Background: an optimization exercise with open tools, aiming at small area, a short achievable clock period and few clock cycles. Do not read the settings as production practice.
Only simulation tests tie the RTL to the original design; equivalence was not proved.
Power figures rest on the tool's default switching activity, not on a simulated workload.

==> flow/run.sh <==
#!/bin/bash
# Own flow: the standard layout (standard synthesis, floorplan, placement,
# CTS, routing); only the timing repair is asked to leave a setup margin,
# and port buffers use another buffer cell. Clock and constraints unchanged.
set -e
bash standard.sh SETUP_SLACK_MARGIN=21.5 "BUFFER_PORTS_ARGS=-buffer_cell sky130_fd_sc_hd__buf_1" finish > standard_finish.log 2>&1
==> standard.sh <==
#!/bin/bash
# synth_recipe.tcl (not shown) runs the flow's synth.tcl, then flattens the netlist and writes it again
# the make line also repeats each setting of config.mk as NAME=value (left out here)
make -C /OpenROAD-flow-scripts/flow DESIGN_CONFIG=/design/flow/config.mk WORK_HOME=/design/flow/orfs CLKGATE_MAP_FILE= SYNTH_SCRIPT=/design/flow/synth_recipe.tcl "${@:-finish}"
==> config.mk <==
export PLATFORM = sky130hd
export DESIGN_NAME = divider1
export DESIGN_NICKNAME = divider1
export VERILOG_FILES = /design/flow/design.v
export SDC_FILE = /design/flow/constraint.sdc
export NUM_CORES = 8
export LEC_CHECK = 0
export CAP_MARGIN = 20
export CORE_MARGIN = 2
export CORE_UTILIZATION = 50
export PLACE_DENSITY = 0.7
export SLEW_MARGIN = 20
export SYNTH_HIERARCHICAL = 1
==> constraint.sdc <==
create_clock -name core_clock -period 32.0 [get_ports {clk}]
set_input_delay 6.4000 -clock core_clock [delete_from_list [all_inputs] [get_ports {clk}]]
set_output_delay 6.4000 -clock core_clock [all_outputs]
set_load 0.01 [all_outputs]
==> design.v <==
module D_FF (q, d, reset, clk);
	output logic q;
	input logic d, reset, clk;
	always_ff @(posedge clk)
		if (reset)
			q <= 0;  
		else
			q <= d;  
endmodule
module FF_en(q, d, en, reset, clk);
	output q;
	input d, en, reset, clk;
	wire dat;
	D_FF ff(.q, .d(dat), .reset, .clk);
	NAND_MUX_2x1 muxs(.out(dat), .select(en), .invSelect(~en), .in({d, q}));
endmodule
module NAND_MUX_2x1(out, select, invSelect, in);
	output out;
	input select, invSelect;
	input [1:0] in;
	wire one, zero;
	nand oneNand(one, select, in[1]);
	nand zeroNand(zero, invSelect, in[0]);
	nand sumNand(out, one, zero);
endmodule
module NAND_MUX_4x1(out, select, invSelect, in);
	output out;
	input [1:0] select, invSelect;
	input [3:0] in;
	wire three, two, one, zero;
	nand zeroNand(zero, in[0], invSelect[1], invSelect[0]);
	nand oneNand(one, in[1], invSelect[1], select[0]);
	nand twoNand(two, in[2], select[1], invSelect[0]);
	nand threeNand(three, in[3], select[1], select[0]);
	nand sumNand(out, three, two, one, zero);
endmodule
module adderC65 (val1, val2, Cin, valOut);
	input logic [64:0] val1, val2;
	input logic Cin;
	output logic [64:0] valOut; 
	logic [64:0] cinToCout;
	genvar i;
	generate
		for(i=0; i<64; i++) begin : eachAdder
			full_adder adder(.S(valOut[i+1]), .Cout(cinToCout[i+1]), .A(val1[i+1]), .B(val2[i+1]), .Cin(cinToCout[i]));
		end
	endgenerate
	full_adder startAdder(.S(valOut[0]), .Cout(cinToCout[0]), .A(val1[0]), .B(val2[0]), .Cin);
endmodule
module divider1(quotient, valid_out, divisor, dividend, valid_in, rst, clk);
  output [63:0] quotient;
  output valid_out;
  input [63:0] divisor, dividend;
  input valid_in, rst, clk;
  localparam int K  = 3;                     
  localparam int DW = 67 + K;                
  localparam int JW = 5;                     
  logic          busy;
  logic          first;   
  logic          vo;
  logic [63:0]   rr;      
  logic [DW-1:0] nd;      
  logic          sbn;     
  logic [63:0]   rq;      
  logic          neg;     
  logic [JW-1:0] cnt;     
  assign valid_out = vo | quick;
  div_neg u_neg(.q(rq), .neg(neg), .y(quotient));
  wire        sa = dividend[63];
  wire        sb = divisor[63];
  wire [63:0] ma = sa ? (64'd0 - dividend) : dividend;
  wire [7:0]  t;
  wire        az, bz;
  div_len u_len(.a(dividend), .b(divisor), .t(t), .az(az), .bz(bz));
  logic [7:0]   tr;          
  logic         azr, bzr;    
  wire        zq = azr | (tr[7] & (tr != 8'hff));     
  wire        quick = first & (zq | bzr);              
  function automatic logic [JW-1:0] ncyc(input logic [6:0] x);   
    ncyc = '0;
    for (int i = 0; i < 128; i++) if (x == 7'(i)) ncyc = JW'((((i + 1) % 128) + 1) / K);
  endfunction
  wire [JW-1:0] j0 = ncyc(tr[6:0]);
  logic [DW-1:0] dsh;
  always_comb begin
    dsh = nd;
    for (int k = 0; k < JW; k++) if (first & j0[k]) dsh = (dsh << (K << k)) | ~({DW{1'b1}} << (K << k));
  end
  wire [DW-1:0] ndeff = dsh ^ {DW{first & sbn}};    
  function automatic logic [64:0] addc(input logic [DW-1:0] a, input logic [DW-1:0] b, input logic cin);
    logic [DW:0] g, p, G, P;
    g = {a & b, cin};
    p = {a ^ b, 1'b0};
    G = g; P = p;
    for (int l = 0; (1 << l) < DW + 1; l++) begin
      logic [DW:0] G2, P2;
      G2 = G; P2 = P;
      for (int i = 0; i < DW + 1; i++) begin
        if ((i >> l) & 1) begin
          G2[i] = G[i] | (P[i] & G[((i >> l) << l) - 1]);
          P2[i] = P[i] & P[((i >> l) << l) - 1];
        end
      end
      G = G2; P = P2;
    end
    addc[64] = G[DW];
    for (int i = 0; i < 64; i++) addc[i] = p[i+1] ^ G[i];
  endfunction
  logic [63:0]   rnext;
  logic [K-1:0]  qb;
  always_comb begin
    logic [63:0]   r;
    logic [64:0]   t;
    r = rr;
    for (int j = 0; j < K; j++) begin
      if (j == 0) t = addc({{(DW-64){1'b0}}, r}, nd, ~sbn);
      else        t = addc({{(DW-64){1'b0}}, r}, ~(~ndeff >> j), ~sbn);
      qb[K-1-j] = t[64] & ~(j == 0 && first);
      if (qb[K-1-j]) r = t[63:0];
    end
    rnext = r;
  end
  wire last = ((first ? j0 : cnt) == '0);
  always_ff @(posedge clk) begin
    if (rst) begin
      busy  <= 1'b0;
      first <= 1'b0;
      vo    <= 1'b0;
    end else if (!busy) begin
      busy  <= valid_in;
      first <= valid_in;
      vo    <= 1'b0;
    end else begin
      busy  <= ~last & ~quick;
      first <= 1'b0;
      vo    <= last & ~quick;
    end
  end
  always_ff @(posedge clk) begin
    if (!busy) begin
      rr    <= ma;
      nd    <= ~({{(DW-64){sb}}, divisor} << (K - 1));
      tr    <= t;
      azr   <= az;
      bzr   <= bz;
      sbn   <= sb;
      rq    <= {63'd0, bz};
      neg   <= bz ? ~sa : (sa ^ sb);
    end else begin
      rr    <= rnext;
      nd    <= ~(~ndeff >> K);
      cnt   <= (first ? j0 : cnt) - 1'b1;
      rq    <= {rq[63-K:0], qb};
    end
  end
endmodule
module div_neg(input [63:0] q, input neg, output [63:0] y);
  assign y = neg ? (64'd0 - q) : q;
endmodule
module div_len(input [63:0] a, input [63:0] b, output [7:0] t, output az, output bz);
  function automatic logic [6:0] msb(input logic [63:0] x);
    logic [63:0] v; logic [5:0] p [64];
    for (int i = 0; i < 64; i++) begin v[i] = x[i]; p[i] = 6'(i); end
    for (int l = 0; l < 6; l++) begin
      for (int i = 0; i < (32 >> l); i++) begin
        p[i] = v[2*i+1] ? p[2*i+1] : p[2*i];
        v[i] = v[2*i+1] | v[2*i];
      end
    end
    msb = {v[0], p[0]};
  endfunction
  wire [6:0]  ta = msb({1'b0, a[62:0] ^ a[63:1]});
  wire [6:0]  tb = msb({1'b0, b[62:0] ^ b[63:1]});
  wire [7:0]  ia = ta[6] ? {2'b0, ta[5:0]} : 8'hff;
  wire [7:0]  nib = tb[6] ? ~{2'b0, tb[5:0]} : 8'h00;    
  wire [8:0]  tt = {ia, 1'b1} + {nib, a[63]};
  assign t  = tt[8:1];
  assign bz = ~tb[6] & ~b[63];
  assign az = ~ta[6] & ~a[63];
endmodule
module full_adder(S, Cout, A, B, Cin);
	output S, Cout;
	input A, B, Cin;
	wire AB, AC, BC;
	xor sum(S, A, B, Cin);
	nand ab(AB, A, B);
	nand ac(AC, A, Cin);
	nand bc(BC, B, Cin);
	nand abc(Cout, AB, AC, BC);
endmodule
module mux_2x1_X65(outs, select, invSelect, ins);
	output [64:0] outs;
	input select, invSelect;
	input [1:0][64:0] ins;
		NAND_MUX_2x1 m7(.out(outs[7]), .select, .invSelect, .in({ins[1][7], ins[0][7]}));
	NAND_MUX_2x1 m6(.out(outs[6]), .select, .invSelect, .in({ins[1][6], ins[0][6]}));
	NAND_MUX_2x1 m5(.out(outs[5]), .select, .invSelect, .in({ins[1][5], ins[0][5]}));
	NAND_MUX_2x1 m4(.out(outs[4]), .select, .invSelect, .in({ins[1][4], ins[0][4]}));
	NAND_MUX_2x1 m3(.out(outs[3]), .select, .invSelect, .in({ins[1][3], ins[0][3]}));
	NAND_MUX_2x1 m2(.out(outs[2]), .select, .invSelect, .in({ins[1][2], ins[0][2]}));
	NAND_MUX_2x1 m1(.out(outs[1]), .select, .invSelect, .in({ins[1][1], ins[0][1]}));
	NAND_MUX_2x1 m0(.out(outs[0]), .select, .invSelect, .in({ins[1][0], ins[0][0]}));
		NAND_MUX_2x1 m15(.out(outs[15]), .select, .invSelect, .in({ins[1][15], ins[0][15]}));
	NAND_MUX_2x1 m14(.out(outs[14]), .select, .invSelect, .in({ins[1][14], ins[0][14]}));
	NAND_MUX_2x1 m13(.out(outs[13]), .select, .invSelect, .in({ins[1][13], ins[0][13]}));
	NAND_MUX_2x1 m12(.out(outs[12]), .select, .invSelect, .in({ins[1][12], ins[0][12]}));
	NAND_MUX_2x1 m11(.out(outs[11]), .select, .invSelect, .in({ins[1][11], ins[0][11]}));
	NAND_MUX_2x1 m10(.out(outs[10]), .select, .invSelect, .in({ins[1][10], ins[0][10]}));
	NAND_MUX_2x1 m9(.out(outs[9]), .select, .invSelect, .in({ins[1][9], ins[0][9]}));
	NAND_MUX_2x1 m8(.out(outs[8]), .select, .invSelect, .in({ins[1][8], ins[0][8]}));
		NAND_MUX_2x1 m23(.out(outs[23]), .select, .invSelect, .in({ins[1][23], ins[0][23]}));
	NAND_MUX_2x1 m22(.out(outs[22]), .select, .invSelect, .in({ins[1][22], ins[0][22]}));
	NAND_MUX_2x1 m21(.out(outs[21]), .select, .invSelect, .in({ins[1][21], ins[0][21]}));
	NAND_MUX_2x1 m20(.out(outs[20]), .select, .invSelect, .in({ins[1][20], ins[0][20]}));
	NAND_MUX_2x1 m19(.out(outs[19]), .select, .invSelect, .in({ins[1][19], ins[0][19]}));
	NAND_MUX_2x1 m18(.out(outs[18]), .select, .invSelect, .in({ins[1][18], ins[0][18]}));
	NAND_MUX_2x1 m17(.out(outs[17]), .select, .invSelect, .in({ins[1][17], ins[0][17]}));
	NAND_MUX_2x1 m16(.out(outs[16]), .select, .invSelect, .in({ins[1][16], ins[0][16]}));
		NAND_MUX_2x1 m31(.out(outs[31]), .select, .invSelect, .in({ins[1][31], ins[0][31]}));
	NAND_MUX_2x1 m30(.out(outs[30]), .select, .invSelect, .in({ins[1][30], ins[0][30]}));
	NAND_MUX_2x1 m29(.out(outs[29]), .select, .invSelect, .in({ins[1][29], ins[0][29]}));
	NAND_MUX_2x1 m28(.out(outs[28]), .select, .invSelect, .in({ins[1][28], ins[0][28]}));
	NAND_MUX_2x1 m27(.out(outs[27]), .select, .invSelect, .in({ins[1][27], ins[0][27]}));
	NAND_MUX_2x1 m26(.out(outs[26]), .select, .invSelect, .in({ins[1][26], ins[0][26]}));
	NAND_MUX_2x1 m25(.out(outs[25]), .select, .invSelect, .in({ins[1][25], ins[0][25]}));
	NAND_MUX_2x1 m24(.out(outs[24]), .select, .invSelect, .in({ins[1][24], ins[0][24]}));
		NAND_MUX_2x1 m39(.out(outs[39]), .select, .invSelect, .in({ins[1][39], ins[0][39]}));
	NAND_MUX_2x1 m38(.out(outs[38]), .select, .invSelect, .in({ins[1][38], ins[0][38]}));
	NAND_MUX_2x1 m37(.out(outs[37]), .select, .invSelect, .in({ins[1][37], ins[0][37]}));
	NAND_MUX_2x1 m36(.out(outs[36]), .select, .invSelect, .in({ins[1][36], ins[0][36]}));
	NAND_MUX_2x1 m35(.out(outs[35]), .select, .invSelect, .in({ins[1][35], ins[0][35]}));
	NAND_MUX_2x1 m34(.out(outs[34]), .select, .invSelect, .in({ins[1][34], ins[0][34]}));
	NAND_MUX_2x1 m33(.out(outs[33]), .select, .invSelect, .in({ins[1][33], ins[0][33]}));
	NAND_MUX_2x1 m32(.out(outs[32]), .select, .invSelect, .in({ins[1][32], ins[0][32]}));
		NAND_MUX_2x1 m47(.out(outs[47]), .select, .invSelect, .in({ins[1][47], ins[0][47]}));
	NAND_MUX_2x1 m46(.out(outs[46]), .select, .invSelect, .in({ins[1][46], ins[0][46]}));
	NAND_MUX_2x1 m45(.out(outs[45]), .select, .invSelect, .in({ins[1][45], ins[0][45]}));
	NAND_MUX_2x1 m44(.out(outs[44]), .select, .invSelect, .in({ins[1][44], ins[0][44]}));
	NAND_MUX_2x1 m43(.out(outs[43]), .select, .invSelect, .in({ins[1][43], ins[0][43]}));
	NAND_MUX_2x1 m42(.out(outs[42]), .select, .invSelect, .in({ins[1][42], ins[0][42]}));
	NAND_MUX_2x1 m41(.out(outs[41]), .select, .invSelect, .in({ins[1][41], ins[0][41]}));
	NAND_MUX_2x1 m40(.out(outs[40]), .select, .invSelect, .in({ins[1][40], ins[0][40]}));
		NAND_MUX_2x1 m55(.out(outs[55]), .select, .invSelect, .in({ins[1][55], ins[0][55]}));
	NAND_MUX_2x1 m54(.out(outs[54]), .select, .invSelect, .in({ins[1][54], ins[0][54]}));
	NAND_MUX_2x1 m53(.out(outs[53]), .select, .invSelect, .in({ins[1][53], ins[0][53]}));
	NAND_MUX_2x1 m52(.out(outs[52]), .select, .invSelect, .in({ins[1][52], ins[0][52]}));
	NAND_MUX_2x1 m51(.out(outs[51]), .select, .invSelect, .in({ins[1][51], ins[0][51]}));
	NAND_MUX_2x1 m50(.out(outs[50]), .select, .invSelect, .in({ins[1][50], ins[0][50]}));
	NAND_MUX_2x1 m49(.out(outs[49]), .select, .invSelect, .in({ins[1][49], ins[0][49]}));
	NAND_MUX_2x1 m48(.out(outs[48]), .select, .invSelect, .in({ins[1][48], ins[0][48]}));
		NAND_MUX_2x1 m63(.out(outs[63]), .select, .invSelect, .in({ins[1][63], ins[0][63]}));
	NAND_MUX_2x1 m62(.out(outs[62]), .select, .invSelect, .in({ins[1][62], ins[0][62]}));
	NAND_MUX_2x1 m61(.out(outs[61]), .select, .invSelect, .in({ins[1][61], ins[0][61]}));
	NAND_MUX_2x1 m60(.out(outs[60]), .select, .invSelect, .in({ins[1][60], ins[0][60]}));
	NAND_MUX_2x1 m59(.out(outs[59]), .select, .invSelect, .in({ins[1][59], ins[0][59]}));
	NAND_MUX_2x1 m58(.out(outs[58]), .select, .invSelect, .in({ins[1][58], ins[0][58]}));
	NAND_MUX_2x1 m57(.out(outs[57]), .select, .invSelect, .in({ins[1][57], ins[0][57]}));
	NAND_MUX_2x1 m56(.out(outs[56]), .select, .invSelect, .in({ins[1][56], ins[0][56]}));
		NAND_MUX_2x1 m64(.out(outs[64]), .select, .invSelect, .in({ins[1][64], ins[0][64]}));
endmodule
module mux_4x1_X65(outs, select, invSelect, ins);
	output [64:0] outs;
	input [1:0] select, invSelect;
	input [3:0][64:0] ins;
		NAND_MUX_4x1 m7(.out(outs[7]), .select, .invSelect, .in({ins[3][7], ins[2][7], ins[1][7], ins[0][7]}));
	NAND_MUX_4x1 m6(.out(outs[6]), .select, .invSelect, .in({ins[3][6], ins[2][6], ins[1][6], ins[0][6]}));
	NAND_MUX_4x1 m5(.out(outs[5]), .select, .invSelect, .in({ins[3][5], ins[2][5], ins[1][5], ins[0][5]}));
	NAND_MUX_4x1 m4(.out(outs[4]), .select, .invSelect, .in({ins[3][4], ins[2][4], ins[1][4], ins[0][4]}));
	NAND_MUX_4x1 m3(.out(outs[3]), .select, .invSelect, .in({ins[3][3], ins[2][3], ins[1][3], ins[0][3]}));
	NAND_MUX_4x1 m2(.out(outs[2]), .select, .invSelect, .in({ins[3][2], ins[2][2], ins[1][2], ins[0][2]}));
	NAND_MUX_4x1 m1(.out(outs[1]), .select, .invSelect, .in({ins[3][1], ins[2][1], ins[1][1], ins[0][1]}));
	NAND_MUX_4x1 m0(.out(outs[0]), .select, .invSelect, .in({ins[3][0], ins[2][0], ins[1][0], ins[0][0]}));
		NAND_MUX_4x1 m15(.out(outs[15]), .select, .invSelect, .in({ins[3][15], ins[2][15], ins[1][7], ins[0][15]}));
	NAND_MUX_4x1 m14(.out(outs[14]), .select, .invSelect, .in({ins[3][14], ins[2][14], ins[1][7], ins[0][14]}));
	NAND_MUX_4x1 m13(.out(outs[13]), .select, .invSelect, .in({ins[3][13], ins[2][13], ins[1][7], ins[0][13]}));
	NAND_MUX_4x1 m12(.out(outs[12]), .select, .invSelect, .in({ins[3][12], ins[2][12], ins[1][7], ins[0][12]}));
	NAND_MUX_4x1 m11(.out(outs[11]), .select, .invSelect, .in({ins[3][11], ins[2][11], ins[1][7], ins[0][11]}));
	NAND_MUX_4x1 m10(.out(outs[10]), .select, .invSelect, .in({ins[3][10], ins[2][10], ins[1][7], ins[0][10]}));
	NAND_MUX_4x1 m9(.out(outs[9]), .select, .invSelect, .in({ins[3][9], ins[2][9], ins[1][7], ins[0][9]}));
	NAND_MUX_4x1 m8(.out(outs[8]), .select, .invSelect, .in({ins[3][8], ins[2][8], ins[1][7], ins[0][8]}));
		NAND_MUX_4x1 m23(.out(outs[23]), .select, .invSelect, .in({ins[3][23], ins[2][23], ins[1][23], ins[0][23]}));
	NAND_MUX_4x1 m22(.out(outs[22]), .select, .invSelect, .in({ins[3][22], ins[2][22], ins[1][22], ins[0][22]}));
	NAND_MUX_4x1 m21(.out(outs[21]), .select, .invSelect, .in({ins[3][21], ins[2][21], ins[1][21], ins[0][21]}));
	NAND_MUX_4x1 m20(.out(outs[20]), .select, .invSelect, .in({ins[3][20], ins[2][20], ins[1][20], ins[0][20]}));
	NAND_MUX_4x1 m19(.out(outs[19]), .select, .invSelect, .in({ins[3][19], ins[2][19], ins[1][19], ins[0][19]}));
	NAND_MUX_4x1 m18(.out(outs[18]), .select, .invSelect, .in({ins[3][18], ins[2][18], ins[1][18], ins[0][18]}));
	NAND_MUX_4x1 m17(.out(outs[17]), .select, .invSelect, .in({ins[3][17], ins[2][17], ins[1][17], ins[0][17]}));
	NAND_MUX_4x1 m16(.out(outs[16]), .select, .invSelect, .in({ins[3][16], ins[2][16], ins[1][16], ins[0][16]}));
		NAND_MUX_4x1 m31(.out(outs[31]), .select, .invSelect, .in({ins[3][31], ins[2][31], ins[1][31], ins[0][31]}));
	NAND_MUX_4x1 m30(.out(outs[30]), .select, .invSelect, .in({ins[3][30], ins[2][30], ins[1][30], ins[0][30]}));
	NAND_MUX_4x1 m29(.out(outs[29]), .select, .invSelect, .in({ins[3][29], ins[2][29], ins[1][29], ins[0][29]}));
	NAND_MUX_4x1 m28(.out(outs[28]), .select, .invSelect, .in({ins[3][28], ins[2][28], ins[1][28], ins[0][28]}));
	NAND_MUX_4x1 m27(.out(outs[27]), .select, .invSelect, .in({ins[3][27], ins[2][27], ins[1][27], ins[0][27]}));
	NAND_MUX_4x1 m26(.out(outs[26]), .select, .invSelect, .in({ins[3][26], ins[2][26], ins[1][26], ins[0][26]}));
	NAND_MUX_4x1 m25(.out(outs[25]), .select, .invSelect, .in({ins[3][25], ins[2][25], ins[1][25], ins[0][25]}));
	NAND_MUX_4x1 m24(.out(outs[24]), .select, .invSelect, .in({ins[3][24], ins[2][24], ins[1][24], ins[0][24]}));
		NAND_MUX_4x1 m39(.out(outs[39]), .select, .invSelect, .in({ins[3][39], ins[2][39], ins[1][39], ins[0][39]}));
	NAND_MUX_4x1 m38(.out(outs[38]), .select, .invSelect, .in({ins[3][38], ins[2][38], ins[1][38], ins[0][38]}));
	NAND_MUX_4x1 m37(.out(outs[37]), .select, .invSelect, .in({ins[3][37], ins[2][37], ins[1][37], ins[0][37]}));
	NAND_MUX_4x1 m36(.out(outs[36]), .select, .invSelect, .in({ins[3][36], ins[2][36], ins[1][36], ins[0][36]}));
	NAND_MUX_4x1 m35(.out(outs[35]), .select, .invSelect, .in({ins[3][35], ins[2][35], ins[1][35], ins[0][35]}));
	NAND_MUX_4x1 m34(.out(outs[34]), .select, .invSelect, .in({ins[3][34], ins[2][34], ins[1][34], ins[0][34]}));
	NAND_MUX_4x1 m33(.out(outs[33]), .select, .invSelect, .in({ins[3][33], ins[2][33], ins[1][33], ins[0][33]}));
	NAND_MUX_4x1 m32(.out(outs[32]), .select, .invSelect, .in({ins[3][32], ins[2][32], ins[1][32], ins[0][32]}));
		NAND_MUX_4x1 m47(.out(outs[47]), .select, .invSelect, .in({ins[3][47], ins[2][47], ins[1][47], ins[0][47]}));
	NAND_MUX_4x1 m46(.out(outs[46]), .select, .invSelect, .in({ins[3][46], ins[2][46], ins[1][46], ins[0][46]}));
	NAND_MUX_4x1 m45(.out(outs[45]), .select, .invSelect, .in({ins[3][45], ins[2][45], ins[1][45], ins[0][45]}));
	NAND_MUX_4x1 m44(.out(outs[44]), .select, .invSelect, .in({ins[3][44], ins[2][44], ins[1][44], ins[0][44]}));
	NAND_MUX_4x1 m43(.out(outs[43]), .select, .invSelect, .in({ins[3][43], ins[2][43], ins[1][43], ins[0][43]}));
	NAND_MUX_4x1 m42(.out(outs[42]), .select, .invSelect, .in({ins[3][42], ins[2][42], ins[1][42], ins[0][42]}));
	NAND_MUX_4x1 m41(.out(outs[41]), .select, .invSelect, .in({ins[3][41], ins[2][41], ins[1][41], ins[0][41]}));
	NAND_MUX_4x1 m40(.out(outs[40]), .select, .invSelect, .in({ins[3][40], ins[2][40], ins[1][40], ins[0][40]}));
		NAND_MUX_4x1 m55(.out(outs[55]), .select, .invSelect, .in({ins[3][55], ins[2][55], ins[1][55], ins[0][55]}));
	NAND_MUX_4x1 m54(.out(outs[54]), .select, .invSelect, .in({ins[3][54], ins[2][54], ins[1][54], ins[0][54]}));
	NAND_MUX_4x1 m53(.out(outs[53]), .select, .invSelect, .in({ins[3][53], ins[2][53], ins[1][53], ins[0][53]}));
	NAND_MUX_4x1 m52(.out(outs[52]), .select, .invSelect, .in({ins[3][52], ins[2][52], ins[1][52], ins[0][52]}));
	NAND_MUX_4x1 m51(.out(outs[51]), .select, .invSelect, .in({ins[3][51], ins[2][51], ins[1][51], ins[0][51]}));
	NAND_MUX_4x1 m50(.out(outs[50]), .select, .invSelect, .in({ins[3][50], ins[2][50], ins[1][50], ins[0][50]}));
	NAND_MUX_4x1 m49(.out(outs[49]), .select, .invSelect, .in({ins[3][49], ins[2][49], ins[1][49], ins[0][49]}));
	NAND_MUX_4x1 m48(.out(outs[48]), .select, .invSelect, .in({ins[3][48], ins[2][48], ins[1][48], ins[0][48]}));
		NAND_MUX_4x1 m63(.out(outs[63]), .select, .invSelect, .in({ins[3][63], ins[2][63], ins[1][63], ins[0][63]}));
	NAND_MUX_4x1 m62(.out(outs[62]), .select, .invSelect, .in({ins[3][62], ins[2][62], ins[1][62], ins[0][62]}));
	NAND_MUX_4x1 m61(.out(outs[61]), .select, .invSelect, .in({ins[3][61], ins[2][61], ins[1][61], ins[0][61]}));
	NAND_MUX_4x1 m60(.out(outs[60]), .select, .invSelect, .in({ins[3][60], ins[2][60], ins[1][60], ins[0][60]}));
	NAND_MUX_4x1 m59(.out(outs[59]), .select, .invSelect, .in({ins[3][59], ins[2][59], ins[1][59], ins[0][59]}));
	NAND_MUX_4x1 m58(.out(outs[58]), .select, .invSelect, .in({ins[3][58], ins[2][58], ins[1][58], ins[0][58]}));
	NAND_MUX_4x1 m57(.out(outs[57]), .select, .invSelect, .in({ins[3][57], ins[2][57], ins[1][57], ins[0][57]}));
	NAND_MUX_4x1 m56(.out(outs[56]), .select, .invSelect, .in({ins[3][56], ins[2][56], ins[1][56], ins[0][56]}));
		NAND_MUX_4x1 m64(.out(outs[64]), .select, .invSelect, .in({ins[3][64], ins[2][64], ins[1][64], ins[0][64]}));
endmodule
module norifier(outs, ins1, ins0);
	output [63:0] outs;
	input [63:0] ins1, ins0;
		nor oa7(outs[7], ins1[7], ins0[7]);
	nor oa6(outs[6], ins1[6], ins0[6]);
	nor oa5(outs[5], ins1[5], ins0[5]);
	nor oa4(outs[4], ins1[4], ins0[4]);
	nor oa3(outs[3], ins1[3], ins0[3]);
	nor oa2(outs[2], ins1[2], ins0[2]);
	nor oa1(outs[1], ins1[1], ins0[1]);
	nor oa0(outs[0], ins1[0], ins0[0]);
		nor oa15(outs[15], ins1[15], ins0[15]);
	nor oa14(outs[14], ins1[14], ins0[14]);
	nor oa13(outs[13], ins1[13], ins0[13]);
	nor oa12(outs[12], ins1[12], ins0[12]);
	nor oa11(outs[11], ins1[11], ins0[11]);
	nor oa10(outs[10], ins1[10], ins0[10]);
	nor oa9(outs[9], ins1[9], ins0[9]);
	nor oa8(outs[8], ins1[8], ins0[8]);
		nor oa23(outs[23], ins1[23], ins0[23]);
	nor oa22(outs[22], ins1[22], ins0[22]);
	nor oa21(outs[21], ins1[21], ins0[21]);
	nor oa20(outs[20], ins1[20], ins0[20]);
	nor oa19(outs[19], ins1[19], ins0[19]);
	nor oa18(outs[18], ins1[18], ins0[18]);
	nor oa17(outs[17], ins1[17], ins0[17]);
	nor oa16(outs[16], ins1[16], ins0[16]);
		nor oa31(outs[31], ins1[31], ins0[31]);
	nor oa30(outs[30], ins1[30], ins0[30]);
	nor oa29(outs[29], ins1[29], ins0[29]);
	nor oa28(outs[28], ins1[28], ins0[28]);
	nor oa27(outs[27], ins1[27], ins0[27]);
	nor oa26(outs[26], ins1[26], ins0[26]);
	nor oa25(outs[25], ins1[25], ins0[25]);
	nor oa24(outs[24], ins1[24], ins0[24]);
		nor oa39(outs[39], ins1[39], ins0[39]);
	nor oa38(outs[38], ins1[38], ins0[38]);
	nor oa37(outs[37], ins1[37], ins0[37]);
	nor oa36(outs[36], ins1[36], ins0[36]);
	nor oa35(outs[35], ins1[35], ins0[35]);
	nor oa34(outs[34], ins1[34], ins0[34]);
	nor oa33(outs[33], ins1[33], ins0[33]);
	nor oa32(outs[32], ins1[32], ins0[32]);
		nor oa47(outs[47], ins1[47], ins0[47]);
	nor oa46(outs[46], ins1[46], ins0[46]);
	nor oa45(outs[45], ins1[45], ins0[45]);
	nor oa44(outs[44], ins1[44], ins0[44]);
	nor oa43(outs[43], ins1[43], ins0[43]);
	nor oa42(outs[42], ins1[42], ins0[42]);
	nor oa41(outs[41], ins1[41], ins0[41]);
	nor oa40(outs[40], ins1[40], ins0[40]);
		nor oa55(outs[55], ins1[55], ins0[55]);
	nor oa54(outs[54], ins1[54], ins0[54]);
	nor oa53(outs[53], ins1[53], ins0[53]);
	nor oa52(outs[52], ins1[52], ins0[52]);
	nor oa51(outs[51], ins1[51], ins0[51]);
	nor oa50(outs[50], ins1[50], ins0[50]);
	nor oa49(outs[49], ins1[49], ins0[49]);
	nor oa48(outs[48], ins1[48], ins0[48]);
		nor oa63(outs[63], ins1[63], ins0[63]);
	nor oa62(outs[62], ins1[62], ins0[62]);
	nor oa61(outs[61], ins1[61], ins0[61]);
	nor oa60(outs[60], ins1[60], ins0[60]);
	nor oa59(outs[59], ins1[59], ins0[59]);
	nor oa58(outs[58], ins1[58], ins0[58]);
	nor oa57(outs[57], ins1[57], ins0[57]);
	nor oa56(outs[56], ins1[56], ins0[56]);
endmodule
module registerX64(outs, ins, en, rst, clk);
	output [63:0] outs;
	input [63:0] ins;
	input en, rst, clk;
		FF_en r7(.q(outs[7]), .d(ins[7]), .en, .reset(rst), .clk);
	FF_en r6(.q(outs[6]), .d(ins[6]), .en, .reset(rst), .clk);
	FF_en r5(.q(outs[5]), .d(ins[5]), .en, .reset(rst), .clk);
	FF_en r4(.q(outs[4]), .d(ins[4]), .en, .reset(rst), .clk);
	FF_en r3(.q(outs[3]), .d(ins[3]), .en, .reset(rst), .clk);
	FF_en r2(.q(outs[2]), .d(ins[2]), .en, .reset(rst), .clk);
	FF_en r1(.q(outs[1]), .d(ins[1]), .en, .reset(rst), .clk);
	FF_en r0(.q(outs[0]), .d(ins[0]), .en, .reset(rst), .clk);
		FF_en r15(.q(outs[15]), .d(ins[15]), .en, .reset(rst), .clk);
	FF_en r14(.q(outs[14]), .d(ins[14]), .en, .reset(rst), .clk);
	FF_en r13(.q(outs[13]), .d(ins[13]), .en, .reset(rst), .clk);
	FF_en r12(.q(outs[12]), .d(ins[12]), .en, .reset(rst), .clk);
	FF_en r11(.q(outs[11]), .d(ins[11]), .en, .reset(rst), .clk);
	FF_en r10(.q(outs[10]), .d(ins[10]), .en, .reset(rst), .clk);
	FF_en r9(.q(outs[9]), .d(ins[9]), .en, .reset(rst), .clk);
	FF_en r8(.q(outs[8]), .d(ins[8]), .en, .reset(rst), .clk);
		FF_en r23(.q(outs[23]), .d(ins[23]), .en, .reset(rst), .clk);
	FF_en r22(.q(outs[22]), .d(ins[22]), .en, .reset(rst), .clk);
	FF_en r21(.q(outs[21]), .d(ins[21]), .en, .reset(rst), .clk);
	FF_en r20(.q(outs[20]), .d(ins[20]), .en, .reset(rst), .clk);
	FF_en r19(.q(outs[19]), .d(ins[19]), .en, .reset(rst), .clk);
	FF_en r18(.q(outs[18]), .d(ins[18]), .en, .reset(rst), .clk);
	FF_en r17(.q(outs[17]), .d(ins[17]), .en, .reset(rst), .clk);
	FF_en r16(.q(outs[16]), .d(ins[16]), .en, .reset(rst), .clk);
		FF_en r31(.q(outs[31]), .d(ins[31]), .en, .reset(rst), .clk);
	FF_en r30(.q(outs[30]), .d(ins[30]), .en, .reset(rst), .clk);
	FF_en r29(.q(outs[29]), .d(ins[29]), .en, .reset(rst), .clk);
	FF_en r28(.q(outs[28]), .d(ins[28]), .en, .reset(rst), .clk);
	FF_en r27(.q(outs[27]), .d(ins[27]), .en, .reset(rst), .clk);
	FF_en r26(.q(outs[26]), .d(ins[26]), .en, .reset(rst), .clk);
	FF_en r25(.q(outs[25]), .d(ins[25]), .en, .reset(rst), .clk);
	FF_en r24(.q(outs[24]), .d(ins[24]), .en, .reset(rst), .clk);
		FF_en r39(.q(outs[39]), .d(ins[39]), .en, .reset(rst), .clk);
	FF_en r38(.q(outs[38]), .d(ins[38]), .en, .reset(rst), .clk);
	FF_en r37(.q(outs[37]), .d(ins[37]), .en, .reset(rst), .clk);
	FF_en r36(.q(outs[36]), .d(ins[36]), .en, .reset(rst), .clk);
	FF_en r35(.q(outs[35]), .d(ins[35]), .en, .reset(rst), .clk);
	FF_en r34(.q(outs[34]), .d(ins[34]), .en, .reset(rst), .clk);
	FF_en r33(.q(outs[33]), .d(ins[33]), .en, .reset(rst), .clk);
	FF_en r32(.q(outs[32]), .d(ins[32]), .en, .reset(rst), .clk);
		FF_en r47(.q(outs[47]), .d(ins[47]), .en, .reset(rst), .clk);
	FF_en r46(.q(outs[46]), .d(ins[46]), .en, .reset(rst), .clk);
	FF_en r45(.q(outs[45]), .d(ins[45]), .en, .reset(rst), .clk);
	FF_en r44(.q(outs[44]), .d(ins[44]), .en, .reset(rst), .clk);
	FF_en r43(.q(outs[43]), .d(ins[43]), .en, .reset(rst), .clk);
	FF_en r42(.q(outs[42]), .d(ins[42]), .en, .reset(rst), .clk);
	FF_en r41(.q(outs[41]), .d(ins[41]), .en, .reset(rst), .clk);
	FF_en r40(.q(outs[40]), .d(ins[40]), .en, .reset(rst), .clk);
		FF_en r55(.q(outs[55]), .d(ins[55]), .en, .reset(rst), .clk);
	FF_en r54(.q(outs[54]), .d(ins[54]), .en, .reset(rst), .clk);
	FF_en r53(.q(outs[53]), .d(ins[53]), .en, .reset(rst), .clk);
	FF_en r52(.q(outs[52]), .d(ins[52]), .en, .reset(rst), .clk);
	FF_en r51(.q(outs[51]), .d(ins[51]), .en, .reset(rst), .clk);
	FF_en r50(.q(outs[50]), .d(ins[50]), .en, .reset(rst), .clk);
	FF_en r49(.q(outs[49]), .d(ins[49]), .en, .reset(rst), .clk);
	FF_en r48(.q(outs[48]), .d(ins[48]), .en, .reset(rst), .clk);
		FF_en r63(.q(outs[63]), .d(ins[63]), .en, .reset(rst), .clk);
	FF_en r62(.q(outs[62]), .d(ins[62]), .en, .reset(rst), .clk);
	FF_en r61(.q(outs[61]), .d(ins[61]), .en, .reset(rst), .clk);
	FF_en r60(.q(outs[60]), .d(ins[60]), .en, .reset(rst), .clk);
	FF_en r59(.q(outs[59]), .d(ins[59]), .en, .reset(rst), .clk);
	FF_en r58(.q(outs[58]), .d(ins[58]), .en, .reset(rst), .clk);
	FF_en r57(.q(outs[57]), .d(ins[57]), .en, .reset(rst), .clk);
	FF_en r56(.q(outs[56]), .d(ins[56]), .en, .reset(rst), .clk);
endmodule
module registerX65(outs, ins, en, rst, clk);
	output [64:0] outs;
	input [64:0] ins;
	input en, rst, clk;
		FF_en r7(.q(outs[7]), .d(ins[7]), .en, .reset(rst), .clk);
	FF_en r6(.q(outs[6]), .d(ins[6]), .en, .reset(rst), .clk);
	FF_en r5(.q(outs[5]), .d(ins[5]), .en, .reset(rst), .clk);
	FF_en r4(.q(outs[4]), .d(ins[4]), .en, .reset(rst), .clk);
	FF_en r3(.q(outs[3]), .d(ins[3]), .en, .reset(rst), .clk);
	FF_en r2(.q(outs[2]), .d(ins[2]), .en, .reset(rst), .clk);
	FF_en r1(.q(outs[1]), .d(ins[1]), .en, .reset(rst), .clk);
	FF_en r0(.q(outs[0]), .d(ins[0]), .en, .reset(rst), .clk);
		FF_en r15(.q(outs[15]), .d(ins[15]), .en, .reset(rst), .clk);
	FF_en r14(.q(outs[14]), .d(ins[14]), .en, .reset(rst), .clk);
	FF_en r13(.q(outs[13]), .d(ins[13]), .en, .reset(rst), .clk);
	FF_en r12(.q(outs[12]), .d(ins[12]), .en, .reset(rst), .clk);
	FF_en r11(.q(outs[11]), .d(ins[11]), .en, .reset(rst), .clk);
	FF_en r10(.q(outs[10]), .d(ins[10]), .en, .reset(rst), .clk);
	FF_en r9(.q(outs[9]), .d(ins[9]), .en, .reset(rst), .clk);
	FF_en r8(.q(outs[8]), .d(ins[8]), .en, .reset(rst), .clk);
		FF_en r23(.q(outs[23]), .d(ins[23]), .en, .reset(rst), .clk);
	FF_en r22(.q(outs[22]), .d(ins[22]), .en, .reset(rst), .clk);
	FF_en r21(.q(outs[21]), .d(ins[21]), .en, .reset(rst), .clk);
	FF_en r20(.q(outs[20]), .d(ins[20]), .en, .reset(rst), .clk);
	FF_en r19(.q(outs[19]), .d(ins[19]), .en, .reset(rst), .clk);
	FF_en r18(.q(outs[18]), .d(ins[18]), .en, .reset(rst), .clk);
	FF_en r17(.q(outs[17]), .d(ins[17]), .en, .reset(rst), .clk);
	FF_en r16(.q(outs[16]), .d(ins[16]), .en, .reset(rst), .clk);
		FF_en r31(.q(outs[31]), .d(ins[31]), .en, .reset(rst), .clk);
	FF_en r30(.q(outs[30]), .d(ins[30]), .en, .reset(rst), .clk);
	FF_en r29(.q(outs[29]), .d(ins[29]), .en, .reset(rst), .clk);
	FF_en r28(.q(outs[28]), .d(ins[28]), .en, .reset(rst), .clk);
	FF_en r27(.q(outs[27]), .d(ins[27]), .en, .reset(rst), .clk);
	FF_en r26(.q(outs[26]), .d(ins[26]), .en, .reset(rst), .clk);
	FF_en r25(.q(outs[25]), .d(ins[25]), .en, .reset(rst), .clk);
	FF_en r24(.q(outs[24]), .d(ins[24]), .en, .reset(rst), .clk);
		FF_en r39(.q(outs[39]), .d(ins[39]), .en, .reset(rst), .clk);
	FF_en r38(.q(outs[38]), .d(ins[38]), .en, .reset(rst), .clk);
	FF_en r37(.q(outs[37]), .d(ins[37]), .en, .reset(rst), .clk);
	FF_en r36(.q(outs[36]), .d(ins[36]), .en, .reset(rst), .clk);
	FF_en r35(.q(outs[35]), .d(ins[35]), .en, .reset(rst), .clk);
	FF_en r34(.q(outs[34]), .d(ins[34]), .en, .reset(rst), .clk);
	FF_en r33(.q(outs[33]), .d(ins[33]), .en, .reset(rst), .clk);
	FF_en r32(.q(outs[32]), .d(ins[32]), .en, .reset(rst), .clk);
		FF_en r47(.q(outs[47]), .d(ins[47]), .en, .reset(rst), .clk);
	FF_en r46(.q(outs[46]), .d(ins[46]), .en, .reset(rst), .clk);
	FF_en r45(.q(outs[45]), .d(ins[45]), .en, .reset(rst), .clk);
	FF_en r44(.q(outs[44]), .d(ins[44]), .en, .reset(rst), .clk);
	FF_en r43(.q(outs[43]), .d(ins[43]), .en, .reset(rst), .clk);
	FF_en r42(.q(outs[42]), .d(ins[42]), .en, .reset(rst), .clk);
	FF_en r41(.q(outs[41]), .d(ins[41]), .en, .reset(rst), .clk);
	FF_en r40(.q(outs[40]), .d(ins[40]), .en, .reset(rst), .clk);
		FF_en r55(.q(outs[55]), .d(ins[55]), .en, .reset(rst), .clk);
	FF_en r54(.q(outs[54]), .d(ins[54]), .en, .reset(rst), .clk);
	FF_en r53(.q(outs[53]), .d(ins[53]), .en, .reset(rst), .clk);
	FF_en r52(.q(outs[52]), .d(ins[52]), .en, .reset(rst), .clk);
	FF_en r51(.q(outs[51]), .d(ins[51]), .en, .reset(rst), .clk);
	FF_en r50(.q(outs[50]), .d(ins[50]), .en, .reset(rst), .clk);
	FF_en r49(.q(outs[49]), .d(ins[49]), .en, .reset(rst), .clk);
	FF_en r48(.q(outs[48]), .d(ins[48]), .en, .reset(rst), .clk);
		FF_en r63(.q(outs[63]), .d(ins[63]), .en, .reset(rst), .clk);
	FF_en r62(.q(outs[62]), .d(ins[62]), .en, .reset(rst), .clk);
	FF_en r61(.q(outs[61]), .d(ins[61]), .en, .reset(rst), .clk);
	FF_en r60(.q(outs[60]), .d(ins[60]), .en, .reset(rst), .clk);
	FF_en r59(.q(outs[59]), .d(ins[59]), .en, .reset(rst), .clk);
	FF_en r58(.q(outs[58]), .d(ins[58]), .en, .reset(rst), .clk);
	FF_en r57(.q(outs[57]), .d(ins[57]), .en, .reset(rst), .clk);
	FF_en r56(.q(outs[56]), .d(ins[56]), .en, .reset(rst), .clk);
		FF_en r64(.q(outs[64]), .d(ins[64]), .en, .reset(rst), .clk);
endmodule
module xnorifier(outs, ins1, ins0);
	output [63:0] outs;
	input [63:0] ins1, ins0;
		xnor  xoa7(outs[7], ins1[7], ins0[7]);
	xnor xoa6(outs[6], ins1[6], ins0[6]);
	xnor xoa5(outs[5], ins1[5], ins0[5]);
	xnor xoa4(outs[4], ins1[4], ins0[4]);
	xnor xoa3(outs[3], ins1[3], ins0[3]);
	xnor xoa2(outs[2], ins1[2], ins0[2]);
	xnor xoa1(outs[1], ins1[1], ins0[1]);
	xnor xoa0(outs[0], ins1[0], ins0[0]);
		xnor xoa15(outs[15], ins1[15], ins0[15]);
	xnor xoa14(outs[14], ins1[14], ins0[14]);
	xnor xoa13(outs[13], ins1[13], ins0[13]);
	xnor xoa12(outs[12], ins1[12], ins0[12]);
	xnor xoa11(outs[11], ins1[11], ins0[11]);
	xnor xoa10(outs[10], ins1[10], ins0[10]);
	xnor xoa9(outs[9], ins1[9], ins0[9]);
	xnor xoa8(outs[8], ins1[8], ins0[8]);
		xnor xoa23(outs[23], ins1[23], ins0[23]);
	xnor xoa22(outs[22], ins1[22], ins0[22]);
	xnor xoa21(outs[21], ins1[21], ins0[21]);
	xnor xoa20(outs[20], ins1[20], ins0[20]);
	xnor xoa19(outs[19], ins1[19], ins0[19]);
	xnor xoa18(outs[18], ins1[18], ins0[18]);
	xnor xoa17(outs[17], ins1[17], ins0[17]);
	xnor xoa16(outs[16], ins1[16], ins0[16]);
		xnor xoa31(outs[31], ins1[31], ins0[31]);
	xnor xoa30(outs[30], ins1[30], ins0[30]);
	xnor xoa29(outs[29], ins1[29], ins0[29]);
	xnor xoa28(outs[28], ins1[28], ins0[28]);
	xnor xoa27(outs[27], ins1[27], ins0[27]);
	xnor xoa26(outs[26], ins1[26], ins0[26]);
	xnor xoa25(outs[25], ins1[25], ins0[25]);
	xnor xoa24(outs[24], ins1[24], ins0[24]);
		xnor xoa39(outs[39], ins1[39], ins0[39]);
	xnor xoa38(outs[38], ins1[38], ins0[38]);
	xnor xoa37(outs[37], ins1[37], ins0[37]);
	xnor xoa36(outs[36], ins1[36], ins0[36]);
	xnor xoa35(outs[35], ins1[35], ins0[35]);
	xnor xoa34(outs[34], ins1[34], ins0[34]);
	xnor xoa33(outs[33], ins1[33], ins0[33]);
	xnor xoa32(outs[32], ins1[32], ins0[32]);
		xnor xoa47(outs[47], ins1[47], ins0[47]);
	xnor xoa46(outs[46], ins1[46], ins0[46]);
	xnor xoa45(outs[45], ins1[45], ins0[45]);
	xnor xoa44(outs[44], ins1[44], ins0[44]);
	xnor xoa43(outs[43], ins1[43], ins0[43]);
	xnor xoa42(outs[42], ins1[42], ins0[42]);
	xnor xoa41(outs[41], ins1[41], ins0[41]);
	xnor xoa40(outs[40], ins1[40], ins0[40]);
		xnor xoa55(outs[55], ins1[55], ins0[55]);
	xnor xoa54(outs[54], ins1[54], ins0[54]);
	xnor xoa53(outs[53], ins1[53], ins0[53]);
	xnor xoa52(outs[52], ins1[52], ins0[52]);
	xnor xoa51(outs[51], ins1[51], ins0[51]);
	xnor xoa50(outs[50], ins1[50], ins0[50]);
	xnor xoa49(outs[49], ins1[49], ins0[49]);
	xnor xoa48(outs[48], ins1[48], ins0[48]);
		xnor xoa63(outs[63], ins1[63], ins0[63]);
	xnor xoa62(outs[62], ins1[62], ins0[62]);
	xnor xoa61(outs[61], ins1[61], ins0[61]);
	xnor xoa60(outs[60], ins1[60], ins0[60]);
	xnor xoa59(outs[59], ins1[59], ins0[59]);
	xnor xoa58(outs[58], ins1[58], ins0[58]);
	xnor xoa57(outs[57], ins1[57], ins0[57]);
	xnor xoa56(outs[56], ins1[56], ins0[56]);
endmodule
==> results of run 1 <==
[metal layers]
layer | GRT usage | part of all wire | vias to the layer above
met2 | 0.5202 | 0.42 | 1530
met3 | 0.07045 | 0.11 | 317
li1 | - | - | 13534
met5 | 0 | 0.00012 | -
met1 | 0.4637 | 0.41 | 13633
met4 | 0.1525 | 0.057 | 2
[worst paths after layout]
path | start | cells after the start | end
setup reg to reg | nd[0]$_SDFF_PN1_ | 50 | rr[59]$_DFF_P_
setup / recovery | nd[0]$_SDFF_PN1_ | 50 | rr[59]$_DFF_P_
hold / removal | rq[1]$_SDFF_PN0_ | 1 | rq[4]$_SDFF_PN0_
hold reg to reg | rq[1]$_SDFF_PN0_ | 1 | rq[4]$_SDFF_PN0_
[through the flow]
step                      setup slack, ns  total power [mW]
after global placement              19.24             2.444
after detailed placement            19.02             2.450
after floorplan                     22.02             1.957
after CTS                           21.49             2.903
after global routing                21.37             3.300
final                               21.70             3.102
[sequential cells by signal, summed over array words and instances (netlist names), 5 cells and up]
name  count
rq       64
cnt       5
tr        8
nd       68
rr       64
[synthesized netlist by cell type, drive strengths merged, types with 22 or more instances]
cell type  number
o21ai         194
o41ai          26
a211oi         35
or2            29
buf            65
nand2b         57
and3           22
nor4           26
dfxtp         199
o31ai          49
clkbuf        115
o21bai         22
nor3           58
a31o           51
inv            93
o21a           39
and2           83
a21o           76
mux2i         135
nor2b          55
nor2          289
xnor2         290
o22ai          45
nand2         424
nand3         108
or3            43
or4            57
ha            199
mux2           74
a31oi          89
xor2           68
a21oi         203
[modules after synthesis (local to each module, per instance)]
module,cells inside,area (um2),copies in the design,flip-flops and latches
div_len,529,3142,1,0
divider1,2857,22590,1,216
div_neg,209,1659,1,0
[cells by family (layout without fill, tap and decap cells)]
| group | count (synthesis) | in the layout |
|---|---|---|
| adders and majority gates | 218 | 218 |
| xor gates and xnor gates | 358 | 358 |
| DFF | 216 | 216 |
| and+or+nand+nor | 1304 | 1305 |
| AOI/OAI and AO/OA | 1014 | 1016 |
| muxes | 211 | 211 |
| buffers and inverters | 274 | 453 |
[power groups by stage]
stage	Combinational [mW]	Clock (mW)	Sequential, mW
finish	2.34	0.364	0.397
global route	2.53	0.376	0.397
CTS	2.15	0.366	0.391
detailed placement	2.04	0	0.406
global placement	2.04	0	0.408
floorplan	1.60	0	0.356
[layout by cell type (no fill, tap or decap), types with 82 or more instances in the layout]
master   count
buf_4       82
a31oi_1     87
nand3_1    107
nand2_1    420
a21oi_1    189
buf_1      194
xnor2_1    272
and2_1      82
mux2i_1    132
ha_1       193
o21ai_0    182
inv_1       91
dfxtp_1    191
nor2_1     282
[area by class of cell]
| type | instances | area [um2] |
|---|---|---|
| fillers | 5059 | 22830 |
| flip-flops and latches | 216 | 4507 |
| clock inverters | 17 | 282.8 |
| clock buffers | 33 | 750.7 |
| multi-input cells | 3108 | 22500 |
| repair buffers | 309 | 1934 |
| well taps | 696 | 870.8 |
| inverters | 94 | 354.1 |
[what timing repair did]
item	CTS	global route
setup endpoints to repair	68	68
gates resized for setup	64	91
buffers inserted	33	24
pin swaps	7	26
gates cloned	4	13
[critical path, delay by kind of cell (launching register included)]
family | cells | cell delay (ns)
fa+ha+maj | 3 | 1.00
buf+inv | 9 | 1.64
flops | 1 | 0.37
compound gates | 30 | 6.21
simple gates | 8 | 0.89
==> summary.md, run 1 <==
| Metric | Value |
|---|---|
| CTS Root Cell | `clkbuf_16` |
| CTS clk-pin slew, worst paths | `around 0.060 ns` |
| Internal Pwr Total | `approximately 1.5 mW` |
| Core Area | `54030 um2` |
| Setup violators final | `0` |
| Post-DP Area | `28580 um2` |
| Slowest CP cell | `a21oi_4` |
| Nets | `4105` |
| P_sw | `between 1.5 and 2 mW` |
| Layout Cells excl Fill | `4473` |
| Inst Count DP | `4349` |
| Post-cts hold buffer count | `0` |
| FP Rows | `85` |
| Synth cell types | `~110` |
| CTS tree | `yes` |
| Number of max-cap violations | `0` |
| Yosys reg bits | `216` |
| Combinational family with the most area after synthesis | `compound AO/OA/AOI/OAI gates` |
| H-tree depth | `1` |
| Sw Ratio | `0.5093` |
| Post-synthesis compound-gate area fraction | `0.2535` |
| Slew margin rel. | `0.2782` |
| Post-Synth Simple-Gate Area | `0.2385` |
| Power Density | `99.42 nW/um2` |
| Detailed Route WL | `104400 um` |
| Ys async rst share | `0` |
| Max-slew violations | `0` |
| Post-synth top area share | `0.1454` |
| Syn nets | `3944` |
| Initial antenna violation count | `1` |
| Post-layout util | `0.5775` |
| Crit path kind | `flop to flop` |
| Avg WL per Cell | `23.35 um` |
| Outcome | `complete, no violations` |
| Final Wtd Congestion | `1.005` |
| Largest net degree at the start of global routing | `94` |
| First-pass GRT wire length | `~150000 um` |
| Die Wd | `238.1 um` |
| Number of DRC markers in iteration 0 | `3395` |
| Final period util | `0.3218` |
| Total grt overflow | `0` |
| Routed Antenna Nets | `0` |
| Setup TNS | `0 ns` |
| CP dominant cell by count | `a21oi_4` |
| CP Max Fanout | `24` |
| TritonRoute pass-1 iters | `6` |
| Fmax | `97.10 MHz` |
| # port buffers | `195` |
| Post-synth EDFFs | `17` |
| Clk pwr share | `0.117` |
| Hold Fails Final Rpt | `0` |
| Top_reg_cell synth | `dfxtp_1` |
| Detailed Place HPWL | `74110 um` |
| Hold Crit Class | `flop to flop` |
| Worst path required time | `32.46 ns` |
| Share of cells above drive strength 1 | `0.1279` |
| Diode count | `0` |
| Die ar. | `56670 um2` |
| Final Cell Area | `31200 um2` |
| Vias | `29016` |
| DIE HEIGHT | `~240 um` |
| Total GRT Usage | `0.3413` |
| Initial Util | `0.5070` |
| Shortest period the worst path allows | `10.30 ns` |
| Mapped cell area | `27390 um2` |
| Syn_area_per_cell | `7.619 um2` |
| Flop pwr share | `0.128` |
| Max incr delay on CP | `0.40 ns` |
| Vias in the first global route | `25907` |
| Mux contribution to synthesized area | `0.08167` |
| DRC viols | `0` |
| Synth Warn # | `10` |
| Worst VDD drop | `0.05188 mV` |
| Worst Skew | `0.01731 ns` |
| Logic pwr share | `0.755` |
| WP data arrival | `10.76 ns` |
| Seq/Total Area, Yosys | `0.1641` |
| Clock sink total | `216` |
| Synth Area in XOR/XNOR | `0.1145` |
| Slew of the pin with the lowest slew margin | `1.055 ns` |
| Synth Instances | `3595` |
| CTS Buffer Depth | `3` |
| Number of vias per cell | `around 6.5` |
| Reg2Reg Setup Slack | `21.70 ns` |
| Startpoint Class | `flop` |
| Adder-cell share of the synthesized area | `0.1048` |
| Num CTS Buffers | `27` |
| Main area contributors after synthesis | `dfxtp_1 15%, xnor2_1 9.3%, ha_1 9.1%` |
| Lkg Pwr | `12.84 nW` |
| Synth-to-Final Area Change | `13.91%` |
| Clock latency (worst-skew pair) | `0.59 ns` |
| Hold WS | `between 0.5 and 0.6 ns` |
| Critical Path End Type | `flop` |
| Largest area contributor in the netlist | `dfxtp_1` |
| RSZ-0062 raised after global routing | `false` |
| Num ports | `between 150 and 200` |
Testbench counts, summed over its fixed seeds: cycles 6,098.
==> run 2, diff against run 1 <==
--- a/config.mk
+++ b/config.mk
@@ -8,6 +8,6 @@
 export CAP_MARGIN = 20
 export CORE_MARGIN = 2
-export CORE_UTILIZATION = 50
-export PLACE_DENSITY = 0.7
+export CORE_UTILIZATION = 40
+export CTS_BUF_LIST = sky130_fd_sc_hd__clkbuf_4 sky130_fd_sc_hd__clkbuf_8
 export SLEW_MARGIN = 20
 export SYNTH_HIERARCHICAL = 1
==> run 2 against run 1 <==
Sequential cell count is the same. Via count shrank 1.4%. Count of clock-buffer cells in the layout grew 35. Die area grew 25%. Combinational power is essentially flat. Final area grew 1.5%. Routed wire length grew 1.8%. Non-clock buffer count grew 18. Setup slack gained 0.072 ns.
==> summary.md, run 2 <==
| Metric | Value |
|---|---|
| Flop pwr share | `0.130 (+0.002)` |
| Worst Setup SP | `nd[25]$_DFF_P_` |
| Total grt overflow | `0 (unchanged)` |
| Internal Pwr Total | `1.499 mW (-1.5%)` |
| # port buffers | `195 (unchanged)` |
| Hold Crit Class | `flop to flop` |
| Crit. path cell count | `47 (-6.0%)` |
| Final Wtd Congestion | `0.9963 (-0.87%)` |
| Mapped cell area | `27390 um2 (unchanged)` |
| Die ar. | `70590 um2 (+25%)` |
| Commonest cells after routing, fill and taps aside | `418 x nand2_1, 276 x nor2_1, 268 x xnor2_1` |
| Vias | `28621 (-1.4%)` |
| Routed Antenna Nets | `0 (unchanged)` |
| Max-slew violations | `0 (unchanged)` |
| Core Area | `67510 um2 (+25%)` |
| Crit-path leading delay family | `compound AO/OA/AOI/OAI gates` |
| Synth-to-Final Area Change | `15.59%` |
| Total Power | `3.069 mW (-1.1%)` |
| Number of max-cap violations | `0 (unchanged)` |
| Top_reg_cell synth | `dfxtp_1` |
| Num CTS Buffers | `43 (+59%)` |
| Largest net degree at the start of global routing | `152 (+62%)` |
| Critical Path End Type | `flop` |
| Post-cts hold buffer count | `0 (unchanged)` |
| Syn nets | `3944 (unchanged)` |
| Clock sink total | `216 (unchanged)` |
| Clk pwr share | `0.106 (-0.011)` |
| Outcome | `complete, no violations` |
| Most numerous cell in the Yosys netlist | `nand2_1` |
| Detailed Route WL | `106300 um (+1.8%)` |
| Ys async rst share | `0 (unchanged)` |
| Critical path buffer and inverter count | `8 (-1)` |
| CTS Buffer Depth | `3 (unchanged)` |
| CP endpoint | `rr[61]$_DFF_P_` |
| Max incr delay on CP | `0.40 ns (about the same)` |
| Logic pwr share | `0.765 (+0.010)` |
| DIE HEIGHT | `265.7 um (+12%)` |
| Hold Fails Final Rpt | `0 (unchanged)` |
| Final period util | `0.3196 (-0.002247)` |
| Final Cell Area | `31660 um2 (+1.5%)` |
| CTS Root Cell | `clkbuf_8` |
| RSZ-0062 raised after global routing | `false` |
| CTS tree | `yes` |
| Share of cells above drive strength 1 | `0.1496 (+0.02174)` |
| Worst VDD drop | `0.03726 mV (-28%)` |
| Top reg by flops | `nd` |
| Setup TNS | `0 ns (unchanged)` |
| Number of flip-flops in the largest register | `68 (unchanged)` |
| Die Wd | `265.7 um (+12%)` |
| Startpoint Class | `flop` |
| Synth Warn # | `10 (unchanged)` |
| Slowest CP cell | `ha_1` |
| Number of vias per cell | `6.093 (-6.1%)` |
| Post-synth top area share | `0.1454 (unchanged)` |
| WP data arrival | `10.79 ns (+0.03 ns)` |
| Main area contributors after synthesis | `dfxtp_1 15%, xnor2_1 9.3%, ha_1 9.1%` |
| Initial Util | `0.4057 (-0.1013)` |
| Crit path kind | `flop to flop` |
| Inst Count DP | `4526 (+4.1%)` |
| Shortest period the worst path allows | `10.23 ns (-0.07190 ns)` |
| FP Rows | `95 (+12%)` |
| Post-DP Area | `28820 um2 (+0.82%)` |
| Reg2Reg Launch Point | `nd[25]$_DFF_P_` |
| Num ports | `196 (unchanged)` |
| H-tree depth | `2 (+1)` |
| Syn_area_per_cell | `7.619 um2 (unchanged)` |
| Fmax | `97.78 MHz (+0.70%)` |
| Reg2Reg Setup Slack | `21.77 ns (+0.07 ns)` |
| Layout Cells excl Fill | `4697 (+5.0%)` |
| CTS clk-pin slew, worst paths | `0.08 ns (+0.02 ns)` |
| Lkg Pwr | `12.97 nW (+1.0%)` |
| Worst R2R End | `rr[61]$_DFF_P_` |
| Avg WL per Cell | `22.64 um (-3.0%)` |
| Largest area contributor in the netlist | `dfxtp_1` |
| Synth cell types | `114 (unchanged)` |
| Synth top cells by count | `421 x nand2_1, 290 x xnor2_1, 286 x nor2_1` |
| Setup violators final | `0 (unchanged)` |
| Vias in the first global route | `26042 (+0.52%)` |
| Nets | `4139 (+0.83%)` |
| CP Max Fanout | `21 (-13%)` |
| Worst Skew | `0.05809 ns (+0.04078 ns)` |
| Clock latency (worst-skew pair) | `0.66 ns (+0.07 ns)` |
| Slew of the pin with the lowest slew margin | `1.022 ns (-0.03319 ns)` |
| FF/Latch Area | `4513 um2 (+0.14%)` |
| P_sw | `1.570 mW (-0.63%)` |
| Number of DRC markers in iteration 0 | `2900 (-15%)` |
| Slew margin rel. | `0.3185 (+0.04032)` |
| Worst path required time | `32.57 ns (+0.11 ns)` |
| Post-layout util | `0.4689 (-0.1086)` |
| Commonest non-fill, non-tap cell in the layout | `nand2_1` |
| Multi-input logic area | `22700 um2 (+0.89%)` |
| Top flop regs | `nd: 68 flops, rq: 64 flops, rr: 64 flops` |
| First-pass GRT wire length | `157600 um (+3.9%)` |
| Filler cells | `6736 (+33%)` |
| Detailed Place HPWL | `78010 um (+5.3%)` |
| Power Density | `96.93 nW/um2 (-2.5%)` |
| Worst R2R Path Depth | `47 (-6.0%)` |
| CP dominant cell by count | `buf_4` |
| DRC viols | `0 (unchanged)` |
| Synth Instances | `3595 (unchanged)` |
| TritonRoute pass-1 iters | `7 (+1)` |
| Initial antenna violation count | `4 (+3)` |
| Post-synth EDFFs | `17 (unchanged)` |
| Total GRT Usage | `0.2863 (-0.05497)` |
| Yosys reg bits | `216 (unchanged)` |
| Seq/Total Area, Yosys | `0.1641 (unchanged)` |
| Sw Ratio | `0.5116 (+0.002299)` |
run 2: Yosys stat by module (local to each module, per instance):
module	cell area, um2	times used
div_len	3142	1
divider1	22590	1
div_neg	1659	1
run 2: cells by family after synthesis:
group | after synthesis | share of synthesized area
AO/OA/AOI/OAI | 1014 | 0.2535
XOR/XNOR | 358 | 0.1145
adder cells (fa/ha/maj) | 218 | 0.1048
buffers and inverters | 274 | 0.04303
flip-flops | 216 | 0.1641
multiplexers | 211 | 0.08167
AND/OR/NAND/NOR | 1304 | 0.2385
run 2: power groups by stage:
| stage | Clock, mW | Combinational [mW] | Sequential, mW |
|---|---|---|---|
| finish | 0.324 | 2.35 | 0.398 |
| global route | 0.340 | 2.55 | 0.399 |
| CTS | 0.329 | 2.16 | 0.392 |
| detailed placement | 0 | 2.05 | 0.406 |
| global placement | 0 | 2.06 | 0.406 |
| floorplan | 0 | 1.60 | 0.356 |
run 2: worst min-delay path by stage:
| stage | endpoint | cells past startpoint | slack [ns] | startpoint |
|---|---|---|---|---|
| finish | rq[32]$_SDFF_PN0_ | 1 | 0.50 | rq[29]$_SDFF_PN0_ |
| global route | rq[32]$_SDFF_PN0_ | 1 | 0.53 | rq[29]$_SDFF_PN0_ |
| CTS | rq[32]$_SDFF_PN0_ | 1 | 0.50 | rq[29]$_SDFF_PN0_ |
| detailed placement | rq[32]$_SDFF_PN0_ | 1 | 0.49 | rq[29]$_SDFF_PN0_ |
| global placement | rq[4]$_SDFF_PN0_ | 1 | 0.47 | rq[1]$_SDFF_PN0_ |
| floorplan | rq[4]$_SDFF_PN0_ | 1 | 0.46 | rq[1]$_SDFF_PN0_ |
run 2: area by class of cell:
cell class,instances,share of cell area
Sequential cell,216,0.1425
Multi-Input combinational cell,3108,0.7170
Timing Repair Buffer,327,0.06426
Inverter,94,0.01118
Antenna cell,1,0.00007904
Clock buffer,68,0.02640
Tap cell,873,0.03450
Clock inverter,10,0.003991
run 2: repair_timing:
item | CTS | global route
cloned | 5 | 2
setup buffers | 38 | 46
pin swaps | 12 | 36
resized for setup | 73 | 141
setup endpoints to repair | 71 | 68
run 2: layer usage:
layer,share of wire,vias to the layer above,GRT usage
met3,0.090,253,0.04814
met2,0.43,1310,0.4435
met1,0.44,13430,0.3986
met4,0.044,4,0.1026
met5,0.00022,-,0
li1,-,13624,-
run 2: worst reg2reg max path, delay by kind of cell (launching register included):
kind	cells	cell delay, ns
compound gates	25	4.91
fa+ha+maj	3	1.07
buf+inv	8	1.51
flops	1	0.38
mux	1	0.28
simple gates	10	1.98
run 2: metrics by stage:
stage	hold slack [ns]	worst slack [ns]
final	0.5005	21.77
after global placement	0.4725	18.48
after global routing	0.5292	21.44
after floorplan	0.4579	22.02
after CTS	0.4999	21.50
after detailed placement	0.4875	18.36
==> run 3, diff against run 2 <==
--- a/config.mk
+++ b/config.mk
@@ -9,5 +9,6 @@
 export CORE_MARGIN = 2
 export CORE_UTILIZATION = 40
-export CTS_BUF_LIST = sky130_fd_sc_hd__clkbuf_4 sky130_fd_sc_hd__clkbuf_8
+export CTS_BUF_LIST = sky130_fd_sc_hd__clkbuf_8
+export CTS_CLUSTER_SIZE = 30
 export SLEW_MARGIN = 20
 export SYNTH_HIERARCHICAL = 1
==> run 3 against run 2 <==
Non-clock buffer count decreased by 5. Die area unchanged. Critical path depth is 32 lower. Sequential cell count stayed put. Worst hold slack improved by 0.00073 ns. Setup slack lost 0.039 ns. Routed wire length is 0.60% higher. Critical path type is now input pin to flop. Critical endpoint is now tr[6]$_DFFE_PN_. Largest power group unchanged.
==> summary.md, run 3 <==
| Metric | Value |
|---|---|
| Vias | `28594 (-0.094%)` |
| Number of max-cap violations | `0 (unchanged)` |
| Die Wd | `265.7 um (unchanged)` |
| Die ar. | `70590 um2 (unchanged)` |
| Commonest non-fill, non-tap cell in the layout | `nand2_1` |
| Largest area contributor in the netlist | `dfxtp_1` |
| RSZ-0062 raised after global routing | `false` |
| FP Rows | `95 (unchanged)` |
| Post-DP Area | `28820 um2 (unchanged)` |
| Critical Path End Type | `flop` |
| Vias in the first global route | `26058 (+0.061%)` |
| Share of cells above drive strength 1 | `0.1430 (-0.006651)` |
| Outcome | `complete, no violations` |
| Power Density | `96.54 nW/um2 (-0.40%)` |
| Commonest cells after routing, fill and taps aside | `417 x nand2_1, 279 x nor2_1, 260 x xnor2_1` |
| Layout Cells excl Fill | `4694 (-0.064%)` |
| Core Area | `67510 um2 (unchanged)` |
| Number of flip-flops in the largest register | `68 (unchanged)` |
| CP Max Fanout | `12 (-43%)` |
| CTS Root Cell | `clkbuf_8` |
| Final period util | `0.3208 (+0.001225)` |
| Top flop regs | `nd: 68 flops, rq: 64 flops, rr: 64 flops` |
| Max incr delay on CP | `0.57 ns (+0.17 ns)` |
| Worst Skew | `0.06126 ns (+0.003172 ns)` |
| Main area contributors after synthesis | `dfxtp_1 15%, xnor2_1 9.3%, ha_1 9.1%` |
| Synth Instances | `3595 (unchanged)` |
| Post-synth top area share | `0.1454 (unchanged)` |
| CTS tree | `yes` |
| Number of DRC markers in iteration 0 | `2985 (+2.9%)` |
| H-tree depth | `2 (unchanged)` |
| Mapped cell area | `27390 um2 (unchanged)` |
| Slowest CP cell | `or4_1` |
| Final Cell Area | `31650 um2 (about the same)` |
| Worst path required time | `32.35 ns (-0.22 ns)` |
| Largest net degree at the start of global routing | `152 (unchanged)` |
| Nets | `4135 (-0.097%)` |
| Yosys reg bits | `216 (unchanged)` |
| Number of vias per cell | `6.092 (about the same)` |
| CTS clk-pin slew, worst paths | `0.06 ns (-0.02 ns)` |
| Critical path buffer and inverter count | `2 (-6)` |
| Worst Setup SP | `dividend[8]` |
| Synth-to-Final Area Change | `15.54% (about the same)` |
| Num ports | `196 (unchanged)` |
| Lkg Pwr | `12.99 nW (+0.17%)` |
| Initial antenna violation count | `4 (unchanged)` |
| Slew margin rel. | `0.2742 (-0.04428)` |
| Reg2Reg Launch Point | `nd[0]$_SDFF_PN1_` |
| Fmax | `97.41 MHz (-0.38%)` |
| Most numerous cell in the Yosys netlist | `nand2_1` |
run 3: cell counts after synthesis:
Identical to the previous run, type by type.
run 3: per-layer routing:
| layer | track usage | vias up | wire length, um |
|---|---|---|---|
| met3 | 0.04814 | 238 | 9668 |
| met2 | 0.4423 | 1275 | 46300 |
| met5 | 0 | - | 22 |
| met1 | 0.3979 | 13464 | 46510 |
| met4 | 0.1081 | 4 | 4474 |
| li1 | - | 13613 | - |
run 3: through the flow:
step | total power, mW | worst slack, ns | utilization
4_1_cts | 2.868 | 21.49 | 0.4531
3_5_place_dp | 2.456 | 18.36 | 0.4269
5_1_grt | 3.277 | 21.44 | 0.4687
2_1_floorplan | 1.957 | 22.02 | -
6_report | 3.055 | 21.73 | 0.4688
3_3_place_gp | 2.469 | 18.48 | 0.4269
run 3: kinds of logic (layout without fill, tap and decap cells):
logic type | count (synthesis) | after routing | synth area share
and+or+nand+nor | 1304 | 1306 | 0.2385
other | 0 | 2 | 0
adders and majority gates | 218 | 218 | 0.1048
xor gates and xnor gates | 358 | 358 | 0.1145
AOI/OAI and AO/OA | 1014 | 1016 | 0.2535
muxes | 211 | 211 | 0.08167
buffers and inverters | 274 | 494 | 0.04303
DFF | 216 | 216 | 0.1641
run 3: Yosys stat by module, one instance, submodules excluded:
module,cells inside,copies in the design,flip-flops and latches,cell area [um2]
divider1,2857,1,216,22590
div_len,529,1,0,3142
div_neg,209,1,0,1659
run 3: timing repair:
item / 4_1_cts / 5_1_grt
cloned: 5 / 6
endpoints found under the setup margin: 71 / 68
setup buffers: 43 / 33
pin swaps: 14 / 35
endpoints found under the hold margin: 0 / 0
gates resized for setup: 75 / 134
hold buffers: 0 / 0
run 3: layout make-up:
cell class,count,area [um2]
flip-flops and latches,216,4509
diodes,2,5.005
inverters,94,354.1
clock buffers,52,715.7
fillers,6740,35870
repair buffers,322,2063
multi-input cells,3109,22720
well taps,873,1092
clock inverters,26,186.4
run 3: worst paths after layout:
check / endpoint / slack, ns / depth (start not counted)
setup reg to reg: rr[56]$_DFF_P_ / 21.76 / 49
hold / removal: rq[32]$_SDFF_PN0_ / 0.50 / 1
hold reg to reg: rq[32]$_SDFF_PN0_ / 0.50 / 1
setup / recovery: tr[6]$_DFFE_PN_ / 21.73 / 15
run 3: report_power, final:
group	internal [mW]	total, mW	switching, mW
combinational	0.993	2.35	1.36
clock	0.165	0.305	0.139
sequential	0.327	0.397	0.0705

Setup slack of run 3, layout unchanged: 21.734 ns with ideal ports, 21.760 ns with driving cells assumed (clock clkbuf_16, inputs buf_2), 21.064 ns with port delays also shifted by the 0.697 ns mid clock arrival.
